What follows belongs to an exercise in optimizing a design on an open flow for small area and a short achievable clock period; a production flow would make more cautious choices. Function was not checked in any run shown here: the RTL went through the layout flow alone. Power and IR drop assume default switching activity.

==> flow/design.v, too long to show whole: its modules and the start of the top module <==
// module rat_round: 3359 lines
module rat_round #(parameter WIDTH=32) (
        input clk,
        input rst,
        input [WIDTH-1:0] in_num,
        input [WIDTH-1:0] in_den,
        output wire [WIDTH-1:0] out_num,
        output wire [WIDTH-1:0] out_den,
        output wire rdy
    );
  // ...
==> flow/flow/run.sh <==
#!/bin/bash
# Own layout flow: the standard synthesis and layout (standard.sh), except
# that the input and output ports are buffered with buf_2 cells rather than the
# clkdlybuf4s50 delay buffer that buffer_ports picks by itself.
set -euo pipefail
cd "$(dirname "$(readlink -f "$0")")/.."
bash standard.sh synth > flow_synth.log 2>&1
bash standard.sh "BUFFER_PORTS_ARGS=-buffer_cell sky130_fd_sc_hd__buf_2" finish > flow_layout.log 2>&1
==> flow/standard.sh <==
#!/bin/bash
# synth_recipe.tcl (not shown) runs the flow's synth.tcl, then flattens the netlist and writes it again
# the make line also repeats each setting of config.mk as NAME=value (left out here)
make -C /OpenROAD-flow-scripts/flow DESIGN_CONFIG=/design/flow/config.mk WORK_HOME=/design/flow/orfs CLKGATE_MAP_FILE= SYNTH_SCRIPT=/design/flow/synth_recipe.tcl "${@:-finish}"
==> flow/config.mk <==
export PLATFORM = sky130hd
export DESIGN_NAME = rat_round
export DESIGN_NICKNAME = rat_round
export VERILOG_FILES = /design/flow/design.v
export SDC_FILE = /design/flow/constraint.sdc
export NUM_CORES = 4
export LEC_CHECK = 0
export ABC_AREA = 1
export CAP_MARGIN = 20
export CORE_MARGIN = 2
export CORE_UTILIZATION = 60
export CTS_BUF_LIST = sky130_fd_sc_hd__clkbuf_4 sky130_fd_sc_hd__clkbuf_8
export GPL_ROUTABILITY_DRIVEN = 0
export PLACE_DENSITY = 0.85
export SLEW_MARGIN = 80
==> flow/constraint.sdc <==
create_clock -name core_clock -period 72.0 [get_ports {clk}]
set_input_delay 14.4000 -clock core_clock [delete_from_list [all_inputs] [get_ports {clk}]]
set_output_delay 14.4000 -clock core_clock [all_outputs]
set_load 0.01 [all_outputs]
==> impl_metrics.ini, run 1 <==
[routing]
wl_met3_um = 8470
wl_um = 100000
first_pass_iters = 6
drt_iter0_drc = 2535

[floorplan]
n_tap_cell = 773
pin_count = 131

[placed_design]
hpwl_um = 77700
pre_cts_slack_ns = 44.91

[final_layout]
final_common_cell = nand2_1
most-common-layout-cells = nand2_1, inv_1, ha_1, fa_1, nand3_1
multi_input_area_share = 0.726
dominant_cells = multi-input combinational cells
final_cell_area_um2 = 39700
drive_gt1_frac = 0.146
seq_cell_count = 251
inv_count = 620
seq_area_um2 = 5120
fin_cells = 5657

[sta]
final.setup.tns_ns = 0
drv_slew = 0

[hold_path]
min_to = b_q[27]$_DFF_P_
hold_path.class = flip-flop to flip-flop

[run_status]
status = finished clean

[synthesis]
synth_ff_type = dfxtp_1
synth_cells = 4715
synth_fa_ha_area_frac = 0.331
ys_seq_area_frac = 0.142

[global_route]
use_met3 = 0.0509
grt_overflow_total = 0

[power]
p_switching_uw = 617
leakagePower_uw = 0.0203

[clock_tree]
cts_tree = done
hold_buffers = 0

[critical_path]
cp_num_cells = 74
r2r_cells = 160
crit_path_max_fanout = 56
==> run 2, diff against run 1 <==
--- a/flow/design.v
+++ b/flow/design.v
@@ -140,69 +140,69 @@
     wire [5:0] p26;
     assign p26[0] = q26 ? (r26_e0 ~^ 1'b0) : x26[0];
     assign p26[1] = q26 ? (r26_e1 ~^ r26_g0) : x26[1];
     assign p26[2] = q26 ? (r26_e2 ~^ r26g_23) : x26[2];
     assign p26[3] = q26 ? (r26_e3 ~^ r26c_33) : x26[3];
     assign p26[4] = q26 ? (r26_e4 ~^ r26bg_29) : x26[4];
     assign p26[5] = q26 ? (r26_e5 ~^ r26c_34) : x26[5];
     wire [31:26] qq26 = {qq27, q26};
-    wire [6:0] x25 = {p26, n0[25]};
-    wire r25_g0 = ~x25[0] & d0[0];
-    wire r25_e0 = ~(x25[0] ^ d0[0]);
-    wire r25_g1 = ~x25[1] & d0[1];
-    wire r25_e1 = ~(x25[1] ^ d0[1]);
-    wire r25_g2 = ~x25[2] & d0[2];
-    wire r25_e2 = ~(x25[2] ^ d0[2]);
-    wire r25_g3 = ~x25[3] & d0[3];
-    wire r25_e3 = ~(x25[3] ^ d0[3]);
-    wire r25_g4 = ~x25[4] & d0[4];
-    wire r25_e4 = ~(x25[4] ^ d0[4]);
-    wire r25_g5 = ~x25[5] & d0[5];
-    wire r25_e5 = ~(x25[5] ^ d0[5]);
-    wire r25_g6 = ~x25[6] & d0[6];
-    wire r25_e6 = ~(x25[6] ^ d0[6]);
+    reg [5:0] a_p;
+    reg [31:26] a_q;
+    reg [25:0] a_n;
+    reg [31:0] a_d;
+    always @(posedge clk) begin
+        a_p <= p26;
+        a_q <= qq26;
+        a_n <= n0[25:0];
+        a_d <= d0;
+    end
+    wire [31:0] a_nx = {6'b0, a_n};
+    wire [6:0] x25 = {a_p, a_nx[25]};
+    wire r25_g0 = ~x25[0] & a_d[0];
+    wire r25_e0 = ~(x25[0] ^ a_d[0]);
+    wire r25_g1 = ~x25[1] & a_d[1];
+    wire r25_e1 = ~(x25[1] ^ a_d[1]);
+    wire r25_g2 = ~x25[2] & a_d[2];
+    wire r25_e2 = ~(x25[2] ^ a_d[2]);
+    wire r25_g3 = ~x25[3] & a_d[3];
+    wire r25_e3 = ~(x25[3] ^ a_d[3]);
+    wire r25_g4 = ~x25[4] & a_d[4];
+    wire r25_e4 = ~(x25[4] ^ a_d[4]);
+    wire r25_g5 = ~x25[5] & a_d[5];
+    wire r25_e5 = ~(x25[5] ^ a_d[5]);
+    wire r25_g6 = ~x25[6] & a_d[6];
+    wire r25_e6 = ~(x25[6] ^ a_d[6]);
     wire r25g_35 = r25_g1 | (r25_e1 & r25_g0);
     wire r25p_36 = r25_e1 & r25_e0;
     wire r25g_37 = r25_g3 | (r25_e3 & r25_g2);
     wire r25p_38 = r25_e3 & r25_e2;
     wire r25g_39 = r25_g5 | (r25_e5 & r25_g4);
     wire r25p_40 = r25_e5 & r25_e4;
     wire r25bg_41 = r25g_37 | (r25p_38 & r25g_35);
     wire r25bp_42 = r25p_38 & r25p_36;
     wire r25bg_43 = r25_g6 | (r25_e6 & r25g_39);
     wire r25bp_44 = r25_e6 & r25p_40;
     wire r25bg_45 = r25g_39 | (r25p_40 & r25bg_41);
     wire r25bp_46 = r25p_40 & r25bp_42;
     wire r25bg_47 = r25bg_43 | (r25bp_44 & r25bg_41);
     wire r25bp_48 = r25bp_44 & r25bp_42;
     wire r25c_49 = r25_g2 | (r25_e2 & r25g_35);
     wire r25c_50 = r25_g4 | (r25_e4 & r25bg_41);
-    wire q25 = ~r25bg_47 & ~|d0[31:7];
+    wire q25 = ~r25bg_47 & ~|a_d[31:7];
     wire [6:0] p25;
     assign p25[0] = q25 ? (r25_e0 ~^ 1'b0) : x25[0];
     assign p25[1] = q25 ? (r25_e1 ~^ r25_g0) : x25[1];
     assign p25[2] = q25 ? (r25_e2 ~^ r25g_35) : x25[2];
     assign p25[3] = q25 ? (r25_e3 ~^ r25c_49) : x25[3];
     assign p25[4] = q25 ? (r25_e4 ~^ r25bg_41) : x25[4];
     assign p25[5] = q25 ? (r25_e5 ~^ r25c_50) : x25[5];
     assign p25[6] = q25 ? (r25_e6 ~^ r25bg_45) : x25[6];
-    wire [31:25] qq25 = {qq26, q25};
-    reg [6:0] a_p;
-    reg [31:25] a_q;
-    reg [24:0] a_n;
-    reg [31:0] a_d;
-    always @(posedge clk) begin
-        a_p <= p25;
-        a_q <= qq25;
-        a_n <= n0[24:0];
-        a_d <= d0;
-    end
-    wire [31:0] a_nx = {7'b0, a_n};
-    wire [7:0] x24 = {a_p, a_nx[24]};
+    wire [31:25] qq25 = {a_q, q25};
+    wire [7:0] x24 = {p25, a_nx[24]};
     wire r24_g0 = ~x24[0] & a_d[0];
     wire r24_e0 = ~(x24[0] ^ a_d[0]);
     wire r24_g1 = ~x24[1] & a_d[1];
     wire r24_e1 = ~(x24[1] ^ a_d[1]);
     wire r24_g2 = ~x24[2] & a_d[2];
     wire r24_e2 = ~(x24[2] ^ a_d[2]);
     wire r24_g3 = ~x24[3] & a_d[3];
     wire r24_e3 = ~(x24[3] ^ a_d[3]);
@@ -238,17 +238,17 @@
     assign p24[0] = q24 ? (r24_e0 ~^ 1'b0) : x24[0];
     assign p24[1] = q24 ? (r24_e1 ~^ r24_g0) : x24[1];
     assign p24[2] = q24 ? (r24_e2 ~^ r24g_51) : x24[2];
     assign p24[3] = q24 ? (r24_e3 ~^ r24c_67) : x24[3];
     assign p24[4] = q24 ? (r24_e4 ~^ r24bg_59) : x24[4];
     assign p24[5] = q24 ? (r24_e5 ~^ r24c_68) : x24[5];
     assign p24[6] = q24 ? (r24_e6 ~^ r24bg_63) : x24[6];
     assign p24[7] = q24 ? (r24_e7 ~^ r24c_69) : x24[7];
-    wire [31:24] qq24 = {a_q, q24};
+    wire [31:24] qq24 = {qq25, q24};
     wire [8:0] x23 = {p24, a_nx[23]};
     wire r23_g0 = ~x23[0] & a_d[0];
     wire r23_e0 = ~(x23[0] ^ a_d[0]);
     wire r23_g1 = ~x23[1] & a_d[1];
     wire r23_e1 = ~(x23[1] ^ a_d[1]);
     wire r23_g2 = ~x23[2] & a_d[2];
     wire r23_e2 = ~(x23[2] ^ a_d[2]);
     wire r23_g3 = ~x23[3] & a_d[3];
@@ -1053,55 +1053,66 @@
     assign p14[11] = q14 ? (r14_e11 ~^ r14c_435) : x14[11];
     assign p14[12] = q14 ? (r14_e12 ~^ r14bg_423) : x14[12];
     assign p14[13] = q14 ? (r14_e13 ~^ r14c_436) : x14[13];
     assign p14[14] = q14 ? (r14_e14 ~^ r14bg_425) : x14[14];
     assign p14[15] = q14 ? (r14_e15 ~^ r14c_437) : x14[15];
     assign p14[16] = q14 ? (r14_e16 ~^ r14bg_427) : x14[16];
     assign p14[17] = q14 ? (r14_e17 ~^ r14c_438) : x14[17];
     wire [31:14] qq14 = {qq15, q14};
-    wire [18:0] x13 = {p14, a_nx[13]};
-    wire r13_g0 = ~x13[0] & a_d[0];
-    wire r13_e0 = ~(x13[0] ^ a_d[0]);
-    wire r13_g1 = ~x13[1] & a_d[1];
-    wire r13_e1 = ~(x13[1] ^ a_d[1]);
-    wire r13_g2 = ~x13[2] & a_d[2];
-    wire r13_e2 = ~(x13[2] ^ a_d[2]);
-    wire r13_g3 = ~x13[3] & a_d[3];
-    wire r13_e3 = ~(x13[3] ^ a_d[3]);
-    wire r13_g4 = ~x13[4] & a_d[4];
-    wire r13_e4 = ~(x13[4] ^ a_d[4]);
-    wire r13_g5 = ~x13[5] & a_d[5];
-    wire r13_e5 = ~(x13[5] ^ a_d[5]);
-    wire r13_g6 = ~x13[6] & a_d[6];
-    wire r13_e6 = ~(x13[6] ^ a_d[6]);
-    wire r13_g7 = ~x13[7] & a_d[7];
-    wire r13_e7 = ~(x13[7] ^ a_d[7]);
-    wire r13_g8 = ~x13[8] & a_d[8];
-    wire r13_e8 = ~(x13[8] ^ a_d[8]);
-    wire r13_g9 = ~x13[9] & a_d[9];
-    wire r13_e9 = ~(x13[9] ^ a_d[9]);
-    wire r13_g10 = ~x13[10] & a_d[10];
-    wire r13_e10 = ~(x13[10] ^ a_d[10]);
-    wire r13_g11 = ~x13[11] & a_d[11];
-    wire r13_e11 = ~(x13[11] ^ a_d[11]);
-    wire r13_g12 = ~x13[12] & a_d[12];
-    wire r13_e12 = ~(x13[12] ^ a_d[12]);
-    wire r13_g13 = ~x13[13] & a_d[13];
-    wire r13_e13 = ~(x13[13] ^ a_d[13]);
-    wire r13_g14 = ~x13[14] & a_d[14];
-    wire r13_e14 = ~(x13[14] ^ a_d[14]);
-    wire r13_g15 = ~x13[15] & a_d[15];
-    wire r13_e15 = ~(x13[15] ^ a_d[15]);
-    wire r13_g16 = ~x13[16] & a_d[16];
-    wire r13_e16 = ~(x13[16] ^ a_d[16]);
-    wire r13_g17 = ~x13[17] & a_d[17];
-    wire r13_e17 = ~(x13[17] ^ a_d[17]);
-    wire r13_g18 = ~x13[18] & a_d[18];
-    wire r13_e18 = ~(x13[18] ^ a_d[18]);
+    reg [17:0] b_p;
+    reg [31:14] b_q;
+    reg [13:0] b_n;
+    reg [31:0] b_d;
+    always @(posedge clk) begin
+        b_p <= p14;
+        b_q <= qq14;
+        b_n <= a_nx[13:0];
+        b_d <= a_d;
+    end
+    wire [31:0] b_nx = {18'b0, b_n};
+    wire [18:0] x13 = {b_p, b_nx[13]};
+    wire r13_g0 = ~x13[0] & b_d[0];
+    wire r13_e0 = ~(x13[0] ^ b_d[0]);
+    wire r13_g1 = ~x13[1] & b_d[1];
+    wire r13_e1 = ~(x13[1] ^ b_d[1]);
+    wire r13_g2 = ~x13[2] & b_d[2];
+    wire r13_e2 = ~(x13[2] ^ b_d[2]);
+    wire r13_g3 = ~x13[3] & b_d[3];
+    wire r13_e3 = ~(x13[3] ^ b_d[3]);
+    wire r13_g4 = ~x13[4] & b_d[4];
+    wire r13_e4 = ~(x13[4] ^ b_d[4]);
+    wire r13_g5 = ~x13[5] & b_d[5];
+    wire r13_e5 = ~(x13[5] ^ b_d[5]);
+    wire r13_g6 = ~x13[6] & b_d[6];
+    wire r13_e6 = ~(x13[6] ^ b_d[6]);
+    wire r13_g7 = ~x13[7] & b_d[7];
+    wire r13_e7 = ~(x13[7] ^ b_d[7]);
+    wire r13_g8 = ~x13[8] & b_d[8];
+    wire r13_e8 = ~(x13[8] ^ b_d[8]);
+    wire r13_g9 = ~x13[9] & b_d[9];
+    wire r13_e9 = ~(x13[9] ^ b_d[9]);
+    wire r13_g10 = ~x13[10] & b_d[10];
+    wire r13_e10 = ~(x13[10] ^ b_d[10]);
+    wire r13_g11 = ~x13[11] & b_d[11];
+    wire r13_e11 = ~(x13[11] ^ b_d[11]);
+    wire r13_g12 = ~x13[12] & b_d[12];
+    wire r13_e12 = ~(x13[12] ^ b_d[12]);
+    wire r13_g13 = ~x13[13] & b_d[13];
+    wire r13_e13 = ~(x13[13] ^ b_d[13]);
+    wire r13_g14 = ~x13[14] & b_d[14];
+    wire r13_e14 = ~(x13[14] ^ b_d[14]);
+    wire r13_g15 = ~x13[15] & b_d[15];
+    wire r13_e15 = ~(x13[15] ^ b_d[15]);
+    wire r13_g16 = ~x13[16] & b_d[16];
+    wire r13_e16 = ~(x13[16] ^ b_d[16]);
+    wire r13_g17 = ~x13[17] & b_d[17];
+    wire r13_e17 = ~(x13[17] ^ b_d[17]);
+    wire r13_g18 = ~x13[18] & b_d[18];
+    wire r13_e18 = ~(x13[18] ^ b_d[18]);
     wire r13g_439 = r13_g1 | (r13_e1 & r13_g0);
     wire r13p_440 = r13_e1 & r13_e0;
     wire r13g_441 = r13_g3 | (r13_e3 & r13_g2);
     wire r13p_442 = r13_e3 & r13_e2;
     wire r13g_443 = r13_g5 | (r13_e5 & r13_g4);
     wire r13p_444 = r13_e5 & r13_e4;
     wire r13g_445 = r13_g7 | (r13_e7 & r13_g6);
     wire r13p_446 = r13_e7 & r13_e6;
@@ -1148,17 +1159,17 @@
     wire r13c_487 = r13_g2 | (r13_e2 & r13g_439);
     wire r13c_488 = r13_g4 | (r13_e4 & r13bg_457);
     wire r13c_489 = r13_g6 | (r13_e6 & r13bg_467);
     wire r13c_490 = r13_g8 | (r13_e8 & r13bg_469);
     wire r13c_491 = r13_g10 | (r13_e10 & r13bg_475);
     wire r13c_492 = r13_g12 | (r13_e12 & r13bg_477);
     wire r13c_493 = r13_g14 | (r13_e14 & r13bg_479);
     wire r13c_494 = r13_g16 | (r13_e16 & r13bg_481);
-    wire q13 = ~r13bg_485 & ~|a_d[31:19];
+    wire q13 = ~r13bg_485 & ~|b_d[31:19];
     wire [18:0] p13;
     assign p13[0] = q13 ? (r13_e0 ~^ 1'b0) : x13[0];
     assign p13[1] = q13 ? (r13_e1 ~^ r13_g0) : x13[1];
     assign p13[2] = q13 ? (r13_e2 ~^ r13g_439) : x13[2];
     assign p13[3] = q13 ? (r13_e3 ~^ r13c_487) : x13[3];
     assign p13[4] = q13 ? (r13_e4 ~^ r13bg_457) : x13[4];
     assign p13[5] = q13 ? (r13_e5 ~^ r13c_488) : x13[5];
     assign p13[6] = q13 ? (r13_e6 ~^ r13bg_467) : x13[6];
@@ -1169,29 +1180,18 @@
     assign p13[11] = q13 ? (r13_e11 ~^ r13c_491) : x13[11];
     assign p13[12] = q13 ? (r13_e12 ~^ r13bg_477) : x13[12];
     assign p13[13] = q13 ? (r13_e13 ~^ r13c_492) : x13[13];
     assign p13[14] = q13 ? (r13_e14 ~^ r13bg_479) : x13[14];
     assign p13[15] = q13 ? (r13_e15 ~^ r13c_493) : x13[15];
     assign p13[16] = q13 ? (r13_e16 ~^ r13bg_481) : x13[16];
     assign p13[17] = q13 ? (r13_e17 ~^ r13c_494) : x13[17];
     assign p13[18] = q13 ? (r13_e18 ~^ r13bg_483) : x13[18];
-    wire [31:13] qq13 = {qq14, q13};
-    reg [18:0] b_p;
-    reg [31:13] b_q;
-    reg [12:0] b_n;
-    reg [31:0] b_d;
-    always @(posedge clk) begin
-        b_p <= p13;
-        b_q <= qq13;
-        b_n <= a_nx[12:0];
-        b_d <= a_d;
-    end
-    wire [31:0] b_nx = {19'b0, b_n};
-    wire [19:0] x12 = {b_p, b_nx[12]};
+    wire [31:13] qq13 = {b_q, q13};
+    wire [19:0] x12 = {p13, b_nx[12]};
     wire r12_g0 = ~x12[0] & b_d[0];
     wire r12_e0 = ~(x12[0] ^ b_d[0]);
     wire r12_g1 = ~x12[1] & b_d[1];
     wire r12_e1 = ~(x12[1] ^ b_d[1]);
     wire r12_g2 = ~x12[2] & b_d[2];
     wire r12_e2 = ~(x12[2] ^ b_d[2]);
     wire r12_g3 = ~x12[3] & b_d[3];
     wire r12_e3 = ~(x12[3] ^ b_d[3]);
@@ -1303,17 +1303,17 @@
     assign p12[12] = q12 ? (r12_e12 ~^ r12bg_535) : x12[12];
     assign p12[13] = q12 ? (r12_e13 ~^ r12c_550) : x12[13];
     assign p12[14] = q12 ? (r12_e14 ~^ r12bg_537) : x12[14];
     assign p12[15] = q12 ? (r12_e15 ~^ r12c_551) : x12[15];
     assign p12[16] = q12 ? (r12_e16 ~^ r12bg_539) : x12[16];
     assign p12[17] = q12 ? (r12_e17 ~^ r12c_552) : x12[17];
     assign p12[18] = q12 ? (r12_e18 ~^ r12bg_541) : x12[18];
     assign p12[19] = q12 ? (r12_e19 ~^ r12c_553) : x12[19];
-    wire [31:12] qq12 = {b_q, q12};
+    wire [31:12] qq12 = {qq13, q12};
     wire [20:0] x11 = {p12, b_nx[11]};
     wire r11_g0 = ~x11[0] & b_d[0];
     wire r11_e0 = ~(x11[0] ^ b_d[0]);
     wire r11_g1 = ~x11[1] & b_d[1];
     wire r11_e1 = ~(x11[1] ^ b_d[1]);
     wire r11_g2 = ~x11[2] & b_d[2];
     wire r11_e2 = ~(x11[2] ^ b_d[2]);
     wire r11_g3 = ~x11[3] & b_d[3];
@@ -2728,77 +2728,88 @@
     assign p3[22] = q3 ? (r3_e22 ~^ r3bg_1244) : x3[22];
     assign p3[23] = q3 ? (r3_e23 ~^ r3c_1264) : x3[23];
     assign p3[24] = q3 ? (r3_e24 ~^ r3bg_1246) : x3[24];
     assign p3[25] = q3 ? (r3_e25 ~^ r3c_1265) : x3[25];
     assign p3[26] = q3 ? (r3_e26 ~^ r3bg_1248) : x3[26];
     assign p3[27] = q3 ? (r3_e27 ~^ r3c_1266) : x3[27];
     assign p3[28] = q3 ? (r3_e28 ~^ r3bg_1250) : x3[28];
     wire [31:3] qq3 = {qq4, q3};
-    wire [29:0] x2 = {p3, b_nx[2]};
-    wire r2_g0 = ~x2[0] & b_d[0];
-    wire r2_e0 = ~(x2[0] ^ b_d[0]);
-    wire r2_g1 = ~x2[1] & b_d[1];
-    wire r2_e1 = ~(x2[1] ^ b_d[1]);
-    wire r2_g2 = ~x2[2] & b_d[2];
-    wire r2_e2 = ~(x2[2] ^ b_d[2]);
-    wire r2_g3 = ~x2[3] & b_d[3];
-    wire r2_e3 = ~(x2[3] ^ b_d[3]);
-    wire r2_g4 = ~x2[4] & b_d[4];
-    wire r2_e4 = ~(x2[4] ^ b_d[4]);
-    wire r2_g5 = ~x2[5] & b_d[5];
-    wire r2_e5 = ~(x2[5] ^ b_d[5]);
-    wire r2_g6 = ~x2[6] & b_d[6];
-    wire r2_e6 = ~(x2[6] ^ b_d[6]);
-    wire r2_g7 = ~x2[7] & b_d[7];
-    wire r2_e7 = ~(x2[7] ^ b_d[7]);
-    wire r2_g8 = ~x2[8] & b_d[8];
-    wire r2_e8 = ~(x2[8] ^ b_d[8]);
-    wire r2_g9 = ~x2[9] & b_d[9];
-    wire r2_e9 = ~(x2[9] ^ b_d[9]);
-    wire r2_g10 = ~x2[10] & b_d[10];
-    wire r2_e10 = ~(x2[10] ^ b_d[10]);
-    wire r2_g11 = ~x2[11] & b_d[11];
-    wire r2_e11 = ~(x2[11] ^ b_d[11]);
-    wire r2_g12 = ~x2[12] & b_d[12];
-    wire r2_e12 = ~(x2[12] ^ b_d[12]);
-    wire r2_g13 = ~x2[13] & b_d[13];
-    wire r2_e13 = ~(x2[13] ^ b_d[13]);
-    wire r2_g14 = ~x2[14] & b_d[14];
-    wire r2_e14 = ~(x2[14] ^ b_d[14]);
-    wire r2_g15 = ~x2[15] & b_d[15];
-    wire r2_e15 = ~(x2[15] ^ b_d[15]);
-    wire r2_g16 = ~x2[16] & b_d[16];
-    wire r2_e16 = ~(x2[16] ^ b_d[16]);
-    wire r2_g17 = ~x2[17] & b_d[17];
-    wire r2_e17 = ~(x2[17] ^ b_d[17]);
-    wire r2_g18 = ~x2[18] & b_d[18];
-    wire r2_e18 = ~(x2[18] ^ b_d[18]);
-    wire r2_g19 = ~x2[19] & b_d[19];
-    wire r2_e19 = ~(x2[19] ^ b_d[19]);
-    wire r2_g20 = ~x2[20] & b_d[20];
-    wire r2_e20 = ~(x2[20] ^ b_d[20]);
-    wire r2_g21 = ~x2[21] & b_d[21];
-    wire r2_e21 = ~(x2[21] ^ b_d[21]);
-    wire r2_g22 = ~x2[22] & b_d[22];
-    wire r2_e22 = ~(x2[22] ^ b_d[22]);
-    wire r2_g23 = ~x2[23] & b_d[23];
-    wire r2_e23 = ~(x2[23] ^ b_d[23]);
-    wire r2_g24 = ~x2[24] & b_d[24];
-    wire r2_e24 = ~(x2[24] ^ b_d[24]);
-    wire r2_g25 = ~x2[25] & b_d[25];
-    wire r2_e25 = ~(x2[25] ^ b_d[25]);
-    wire r2_g26 = ~x2[26] & b_d[26];
-    wire r2_e26 = ~(x2[26] ^ b_d[26]);
-    wire r2_g27 = ~x2[27] & b_d[27];
-    wire r2_e27 = ~(x2[27] ^ b_d[27]);
-    wire r2_g28 = ~x2[28] & b_d[28];
-    wire r2_e28 = ~(x2[28] ^ b_d[28]);
-    wire r2_g29 = ~x2[29] & b_d[29];
-    wire r2_e29 = ~(x2[29] ^ b_d[29]);
+    reg [28:0] c_p;
+    reg [31:3] c_q;
+    reg [2:0] c_n;
+    reg [31:0] c_d;
+    always @(posedge clk) begin
+        c_p <= p3;
+        c_q <= qq3;
+        c_n <= b_nx[2:0];
+        c_d <= b_d;
+    end
+    wire [31:0] c_nx = {29'b0, c_n};
+    wire [29:0] x2 = {c_p, c_nx[2]};
+    wire r2_g0 = ~x2[0] & c_d[0];
+    wire r2_e0 = ~(x2[0] ^ c_d[0]);
+    wire r2_g1 = ~x2[1] & c_d[1];
+    wire r2_e1 = ~(x2[1] ^ c_d[1]);
+    wire r2_g2 = ~x2[2] & c_d[2];
+    wire r2_e2 = ~(x2[2] ^ c_d[2]);
+    wire r2_g3 = ~x2[3] & c_d[3];
+    wire r2_e3 = ~(x2[3] ^ c_d[3]);
+    wire r2_g4 = ~x2[4] & c_d[4];
+    wire r2_e4 = ~(x2[4] ^ c_d[4]);
+    wire r2_g5 = ~x2[5] & c_d[5];
+    wire r2_e5 = ~(x2[5] ^ c_d[5]);
+    wire r2_g6 = ~x2[6] & c_d[6];
+    wire r2_e6 = ~(x2[6] ^ c_d[6]);
+    wire r2_g7 = ~x2[7] & c_d[7];
+    wire r2_e7 = ~(x2[7] ^ c_d[7]);
+    wire r2_g8 = ~x2[8] & c_d[8];
+    wire r2_e8 = ~(x2[8] ^ c_d[8]);
+    wire r2_g9 = ~x2[9] & c_d[9];
+    wire r2_e9 = ~(x2[9] ^ c_d[9]);
+    wire r2_g10 = ~x2[10] & c_d[10];
+    wire r2_e10 = ~(x2[10] ^ c_d[10]);
+    wire r2_g11 = ~x2[11] & c_d[11];
+    wire r2_e11 = ~(x2[11] ^ c_d[11]);
+    wire r2_g12 = ~x2[12] & c_d[12];
+    wire r2_e12 = ~(x2[12] ^ c_d[12]);
+    wire r2_g13 = ~x2[13] & c_d[13];
+    wire r2_e13 = ~(x2[13] ^ c_d[13]);
+    wire r2_g14 = ~x2[14] & c_d[14];
+    wire r2_e14 = ~(x2[14] ^ c_d[14]);
+    wire r2_g15 = ~x2[15] & c_d[15];
+    wire r2_e15 = ~(x2[15] ^ c_d[15]);
+    wire r2_g16 = ~x2[16] & c_d[16];
+    wire r2_e16 = ~(x2[16] ^ c_d[16]);
+    wire r2_g17 = ~x2[17] & c_d[17];
+    wire r2_e17 = ~(x2[17] ^ c_d[17]);
+    wire r2_g18 = ~x2[18] & c_d[18];
+    wire r2_e18 = ~(x2[18] ^ c_d[18]);
+    wire r2_g19 = ~x2[19] & c_d[19];
+    wire r2_e19 = ~(x2[19] ^ c_d[19]);
+    wire r2_g20 = ~x2[20] & c_d[20];
+    wire r2_e20 = ~(x2[20] ^ c_d[20]);
+    wire r2_g21 = ~x2[21] & c_d[21];
+    wire r2_e21 = ~(x2[21] ^ c_d[21]);
+    wire r2_g22 = ~x2[22] & c_d[22];
+    wire r2_e22 = ~(x2[22] ^ c_d[22]);
+    wire r2_g23 = ~x2[23] & c_d[23];
+    wire r2_e23 = ~(x2[23] ^ c_d[23]);
+    wire r2_g24 = ~x2[24] & c_d[24];
+    wire r2_e24 = ~(x2[24] ^ c_d[24]);
+    wire r2_g25 = ~x2[25] & c_d[25];
+    wire r2_e25 = ~(x2[25] ^ c_d[25]);
+    wire r2_g26 = ~x2[26] & c_d[26];
+    wire r2_e26 = ~(x2[26] ^ c_d[26]);
+    wire r2_g27 = ~x2[27] & c_d[27];
+    wire r2_e27 = ~(x2[27] ^ c_d[27]);
+    wire r2_g28 = ~x2[28] & c_d[28];
+    wire r2_e28 = ~(x2[28] ^ c_d[28]);
+    wire r2_g29 = ~x2[29] & c_d[29];
+    wire r2_e29 = ~(x2[29] ^ c_d[29]);
     wire r2g_1267 = r2_g1 | (r2_e1 & r2_g0);
     wire r2p_1268 = r2_e1 & r2_e0;
     wire r2g_1269 = r2_g3 | (r2_e3 & r2_g2);
     wire r2p_1270 = r2_e3 & r2_e2;
     wire r2g_1271 = r2_g5 | (r2_e5 & r2_g4);
     wire r2p_1272 = r2_e5 & r2_e4;
     wire r2g_1273 = r2_g7 | (r2_e7 & r2_g6);
     wire r2p_1274 = r2_e7 & r2_e6;
@@ -2889,17 +2900,17 @@
     wire r2c_1359 = r2_g14 | (r2_e14 & r2bg_1329);
     wire r2c_1360 = r2_g16 | (r2_e16 & r2bg_1331);
     wire r2c_1361 = r2_g18 | (r2_e18 & r2bg_1339);
     wire r2c_1362 = r2_g20 | (r2_e20 & r2bg_1341);
     wire r2c_1363 = r2_g22 | (r2_e22 & r2bg_1343);
     wire r2c_1364 = r2_g24 | (r2_e24 & r2bg_1345);
     wire r2c_1365 = r2_g26 | (r2_e26 & r2bg_1347);
     wire r2c_1366 = r2_g28 | (r2_e28 & r2bg_1349);
-    wire q2 = ~r2bg_1351 & ~|b_d[31:30];
+    wire q2 = ~r2bg_1351 & ~|c_d[31:30];
     wire [29:0] p2;
     assign p2[0] = q2 ? (r2_e0 ~^ 1'b0) : x2[0];
     assign p2[1] = q2 ? (r2_e1 ~^ r2_g0) : x2[1];
     assign p2[2] = q2 ? (r2_e2 ~^ r2g_1267) : x2[2];
     assign p2[3] = q2 ? (r2_e3 ~^ r2c_1353) : x2[3];
     assign p2[4] = q2 ? (r2_e4 ~^ r2bg_1297) : x2[4];
     assign p2[5] = q2 ? (r2_e5 ~^ r2c_1354) : x2[5];
     assign p2[6] = q2 ? (r2_e6 ~^ r2bg_1311) : x2[6];
@@ -2921,29 +2932,18 @@
     assign p2[22] = q2 ? (r2_e22 ~^ r2bg_1343) : x2[22];
     assign p2[23] = q2 ? (r2_e23 ~^ r2c_1363) : x2[23];
     assign p2[24] = q2 ? (r2_e24 ~^ r2bg_1345) : x2[24];
     assign p2[25] = q2 ? (r2_e25 ~^ r2c_1364) : x2[25];
     assign p2[26] = q2 ? (r2_e26 ~^ r2bg_1347) : x2[26];
     assign p2[27] = q2 ? (r2_e27 ~^ r2c_1365) : x2[27];
     assign p2[28] = q2 ? (r2_e28 ~^ r2bg_1349) : x2[28];
     assign p2[29] = q2 ? (r2_e29 ~^ r2c_1366) : x2[29];
-    wire [31:2] qq2 = {qq3, q2};
-    reg [29:0] c_p;
-    reg [31:2] c_q;
-    reg [1:0] c_n;
-    reg [31:0] c_d;
-    always @(posedge clk) begin
-        c_p <= p2;
-        c_q <= qq2;
-        c_n <= b_nx[1:0];
-        c_d <= b_d;
-    end
-    wire [31:0] c_nx = {30'b0, c_n};
-    wire [30:0] x1 = {c_p, c_nx[1]};
+    wire [31:2] qq2 = {c_q, q2};
+    wire [30:0] x1 = {p2, c_nx[1]};
     wire r1_g0 = ~x1[0] & c_d[0];
     wire r1_e0 = ~(x1[0] ^ c_d[0]);
     wire r1_g1 = ~x1[1] & c_d[1];
     wire r1_e1 = ~(x1[1] ^ c_d[1]);
     wire r1_g2 = ~x1[2] & c_d[2];
     wire r1_e2 = ~(x1[2] ^ c_d[2]);
     wire r1_g3 = ~x1[3] & c_d[3];
     wire r1_e3 = ~(x1[3] ^ c_d[3]);
@@ -3137,17 +3137,17 @@
     assign p1[23] = q1 ? (r1_e23 ~^ r1c_1471) : x1[23];
     assign p1[24] = q1 ? (r1_e24 ~^ r1bg_1451) : x1[24];
     assign p1[25] = q1 ? (r1_e25 ~^ r1c_1472) : x1[25];
     assign p1[26] = q1 ? (r1_e26 ~^ r1bg_1453) : x1[26];
     assign p1[27] = q1 ? (r1_e27 ~^ r1c_1473) : x1[27];
     assign p1[28] = q1 ? (r1_e28 ~^ r1bg_1455) : x1[28];
     assign p1[29] = q1 ? (r1_e29 ~^ r1c_1474) : x1[29];
     assign p1[30] = q1 ? (r1_e30 ~^ r1bg_1457) : x1[30];
-    wire [31:1] qq1 = {c_q, q1};
+    wire [31:1] qq1 = {qq2, q1};
     wire [31:0] x0 = {p1, c_nx[0]};
     wire r0_g0 = ~x0[0] & c_d[0];
     wire r0_e0 = ~(x0[0] ^ c_d[0]);
     wire r0_g1 = ~x0[1] & c_d[1];
     wire r0_e1 = ~(x0[1] ^ c_d[1]);
     wire r0_g2 = ~x0[2] & c_d[2];
     wire r0_e2 = ~(x0[2] ^ c_d[2]);
     wire r0_g3 = ~x0[3] & c_d[3];
@@ -3350,10 +3350,17 @@
     assign p0[26] = q0 ? (r0_e26 ~^ r0bg_1563) : x0[26];
     assign p0[27] = q0 ? (r0_e27 ~^ r0c_1583) : x0[27];
     assign p0[28] = q0 ? (r0_e28 ~^ r0bg_1565) : x0[28];
     assign p0[29] = q0 ? (r0_e29 ~^ r0c_1584) : x0[29];
     assign p0[30] = q0 ? (r0_e30 ~^ r0bg_1567) : x0[30];
     assign p0[31] = q0 ? (r0_e31 ~^ r0c_1585) : x0[31];
     wire [31:0] qq0 = {qq1, q0};
     wire rnd = {p0, 1'b1} >= {1'b0, c_d};
-    assign out_num = qq0 + rnd;
+    wire [31:0] qa = qq0;
+    wire [32:0] ones;
+    assign ones[0] = 1'b1;
+    genvar gi;
+    generate for (gi = 0; gi < 32; gi = gi + 1) begin : inc
+        assign ones[gi+1] = ones[gi] & qa[gi];
+        assign out_num[gi] = qa[gi] ^ (rnd & ones[gi]);
+    end endgenerate
 endmodule
==> flow/config.mk (replaced) <==
export PLATFORM = sky130hd
export DESIGN_NAME = rat_round
export DESIGN_NICKNAME = rat_round
export VERILOG_FILES = /design/flow/design.v
export SDC_FILE = /design/flow/constraint.sdc
export NUM_CORES = 4
export LEC_CHECK = 0
export ABC_AREA = 1
export CAP_MARGIN = 20
export CORE_MARGIN = 2
export CORE_UTILIZATION = 60
export CTS_BUF_LIST = sky130_fd_sc_hd__clkbuf_16
export CTS_CLUSTER_DIAMETER = 100
export CTS_CLUSTER_SIZE = 22
export GPL_ROUTABILITY_DRIVEN = 0
export PLACE_DENSITY = 0.75
export SLEW_MARGIN = 70
==> run 2 against run 1 <==
Largest power group unchanged. Clock power down 35%. Sequential share of layout area up 0.27 points. Synthesized cell count up 0.15%. Cell area down 4.5%. Critical path type unchanged. Total power up 2.0%. Sequential cell count down 3. Global-route usage down 2.0 points. Area after synthesis up 1.3%. Maximum frequency up 3.8%. Still clean on timing, DRC and antenna.
==> impl_metrics.ini, run 2 <==
[final_layout]
fill_cells = 5294
drive_gt1_frac = 0.121
top_regs = a_d (32), b_d (32), c_d (32)
final_common_cell = nand2_1
most-common-layout-cells = nand2_1, inv_1, ha_1, fa_1, dfxtp_1
areaGrowthSynthToFinish_pct = 5.63
fin_cells = 5581
nNetsFinal = 5647

[clock_tree]
cts_resized = 0
cts.clk_slew.worst_paths_ns = 0.08
clk-insertion-delay-late_ns = 0.54
cts_setup_buffers = 0
cts_root_buf = clkbuf_16
clockBufferDepth = 3
cts_tree = done
hold_buffers = 0
cts.sinks = 248
cts_made_buffers = 17
htree_levels = 1

[synthesis]
synth_ff_type = dfxtp_1
synth_top_family_by_area = adder cells
ys_ff_latch = 248
yosysMostFrequentCell = nand2_1
synthDistinctLibCells = 74
syn_area_um2 = 35900
ys_seq_area_frac = 0.138
synth_cells = 4722
synth-simple-area-share = 0.229
synth-compound-area-share = 0.131
synth_mux_area_frac = 0.00474
async_flop_share = 0
synth_fa_ha_area_frac = 0.327
synthTopCellsByArea = ha_1, fa_1, dfxtp_1
synth_top_area_frac = 0.184
yosysWarnings = 1
synth.avg_cell_area_um2 = 7.61
synth-xor-area-share = 0.0739
synth_edf_count = 0
ys_top_cells_by_count = nand2_1, inv_1, ha_1
yosysTopAreaCell = ha_1

[critical_path]
r2r-start = a_d[0]$_DFF_P_
r2r_cells = 149
end_kind = output port
r2r_end = b_p[16]$_DFF_P_
critical_path.max_stage_delay_ns = 0.42
start_kind = flip-flop
crit_path_max_fanout = 61
path_class = flip-flop to output port
required_ns = 57.60
cp_slowest_cell = fa_1
reg2reg_slack_ns = 45.56
crit_arrival_ns = 12.36

[placed_design]
place_inst = 5547
hpwl_um = 76500
portBuffers = 98

[hold_path]
holdPathStages = 0
min_to = c_q[30]$_DFF_P_
min_from = b_q[30]$_DFF_P_
hold_path.class = flip-flop to flip-flop

[floorplan]
die_height_um = 249
core_region_area_um2 = 59100
rows = 89
die_area_um2 = 61800
die_x_um = 249
pin_count = 131
start_util = 0.607

[power]
ir_worst_vdd_mv = 0.0269
powerDensity_nw_per_um2 = 33.0
leakagePower_uw = 0.0196

[routing]
wl_per_cell_um = 16.6
wl_um = 92400
drt_iter0_drc = 1879
route.antenna.remaining_nets = 0
first_pass_iters = 20
route.detailed.drc = 0
num_vias = 30900
viasPerCell = 5.55

[sta]
holdWs_ns = 0.331
setup_viol = 0
finalHoldViolations = 0
fin_crit_sh = 0.372
skew_ns = 0.0218
max_freq_ghz = 0.0374
finalCriticalPeriod_ns = 26.76
grt_setup_unrepaired = no
drv_slew = 0
final.setup.tns_ns = 0

[global_route]
grt_overflow_total = 0
antenna_found_initial = 6
track_usage = 0.299
grt_first_pass_wirelength_um = 151000
grt_max_degree = 62
grt_pass1_vias = 30100

[run]
maxCapViolCount = 0

[run_status]
status = finished clean
[run 2: metal layers]
metal	vias to the layer above	GRT usage	wire length, um
met5	-	0	35
li1	15500	-	-
met1	14400	0.375	39400
met2	777	0.522	43700
met4	6	0.110	3870
met3	201	0.0420	5360
[run 2: cells by family after synthesis]
group | Yosys count
DFF | 248
and+or+nand+nor | 1837
adders and majority gates | 784
muxes | 17
xor gates and xnor gates | 303
other | 2
AOI/OAI and AO/OA | 757
buffers and inverters | 774
[run 2: worst max path at each step]
stage,from,end,slack [ns],cells past startpoint
global placement,a_d[3]$_DFF_P_,b_p[6]$_DFF_P_,43.97,147
floorplan,c_n[2]$_DFF_P_,out_num[31],48.42,71
global route,a_d[0]$_DFF_P_,b_p[16]$_DFF_P_,42.75,150
finish,c_n[2]$_DFF_P_,out_num[5],45.24,71
detailed placement,a_d[0]$_DFF_P_,b_p[16]$_DFF_P_,45.27,147
CTS,c_n[2]$_DFF_P_,out_num[5],44.86,71
[run 2: cell type report]
class,count,area [um2],area share
diodes,3,7.51,0.000198
clock buffers,18,450,0.0119
clock inverters,9,83.8,0.00221
inverters,643,2430,0.0641
multi-input cells,3730,28000,0.737
flip-flops and latches,248,4990,0.132
well taps,773,967,0.0255
repair buffers,157,1040,0.0274
[run 2: power breakdown]
| part | internal (uW) | switching, uW | leakage (uW) |
|---|---|---|---|
| registers | 154 | 16.1 | 0.00207 |
| logic | 390 | 592 | 0.0173 |
| clock network | 47.4 | 53.8 | 0.000271 |
| total | 591 | 662 | 0.0196 |
[run 2: worst max-delay path: cells and delay by family (launching register included)]
kind,cells,cell delay (ns)
fa+ha+maj,5,1.53
compound gates,16,3.22
flops,1,0.33
buf+inv,16,2.62
simple gates,34,4.02
[run 2: metrics by stage]
stage	cell area, um2	total power, uW	setup WS [ns]	util
after floorplan	36000	924	48.42	-
after detailed placement	37200	1150	45.27	0.629
after CTS	37700	1250	44.86	0.638
after global placement	36800	1110	43.97	0.623
final	37900	1250	45.24	0.642
after global routing	37900	1420	42.75	0.642

[afterwards: timing with drivers on the ports]
The flow's constraints put no driver on any port. The routed layouts listed below were extracted and timed again, unchanged, in two steps. Step 1, drivers: a clkbuf_16 drives clk and a buf_2 each remaining input, both assumed. Step 2 times the ports against the registers' clock, not the clock port: input delays grow and output delays shrink by t, the midpoint of the rising clock arrivals with the driver on. Slacks: ideal ports / drivers / drivers and shift; pairs: ideal ports / drivers.
run	shift t [ns]	slack for setup (ns)	latest minus earliest clock arrival (ns)
run 1	0.667	44.228 / 44.178 / 44.724	0.045 / 0.045
run 2	0.583	45.239 / 45.184 / 45.562	0.023 / 0.024
After both steps setup and hold are still met in every run listed.
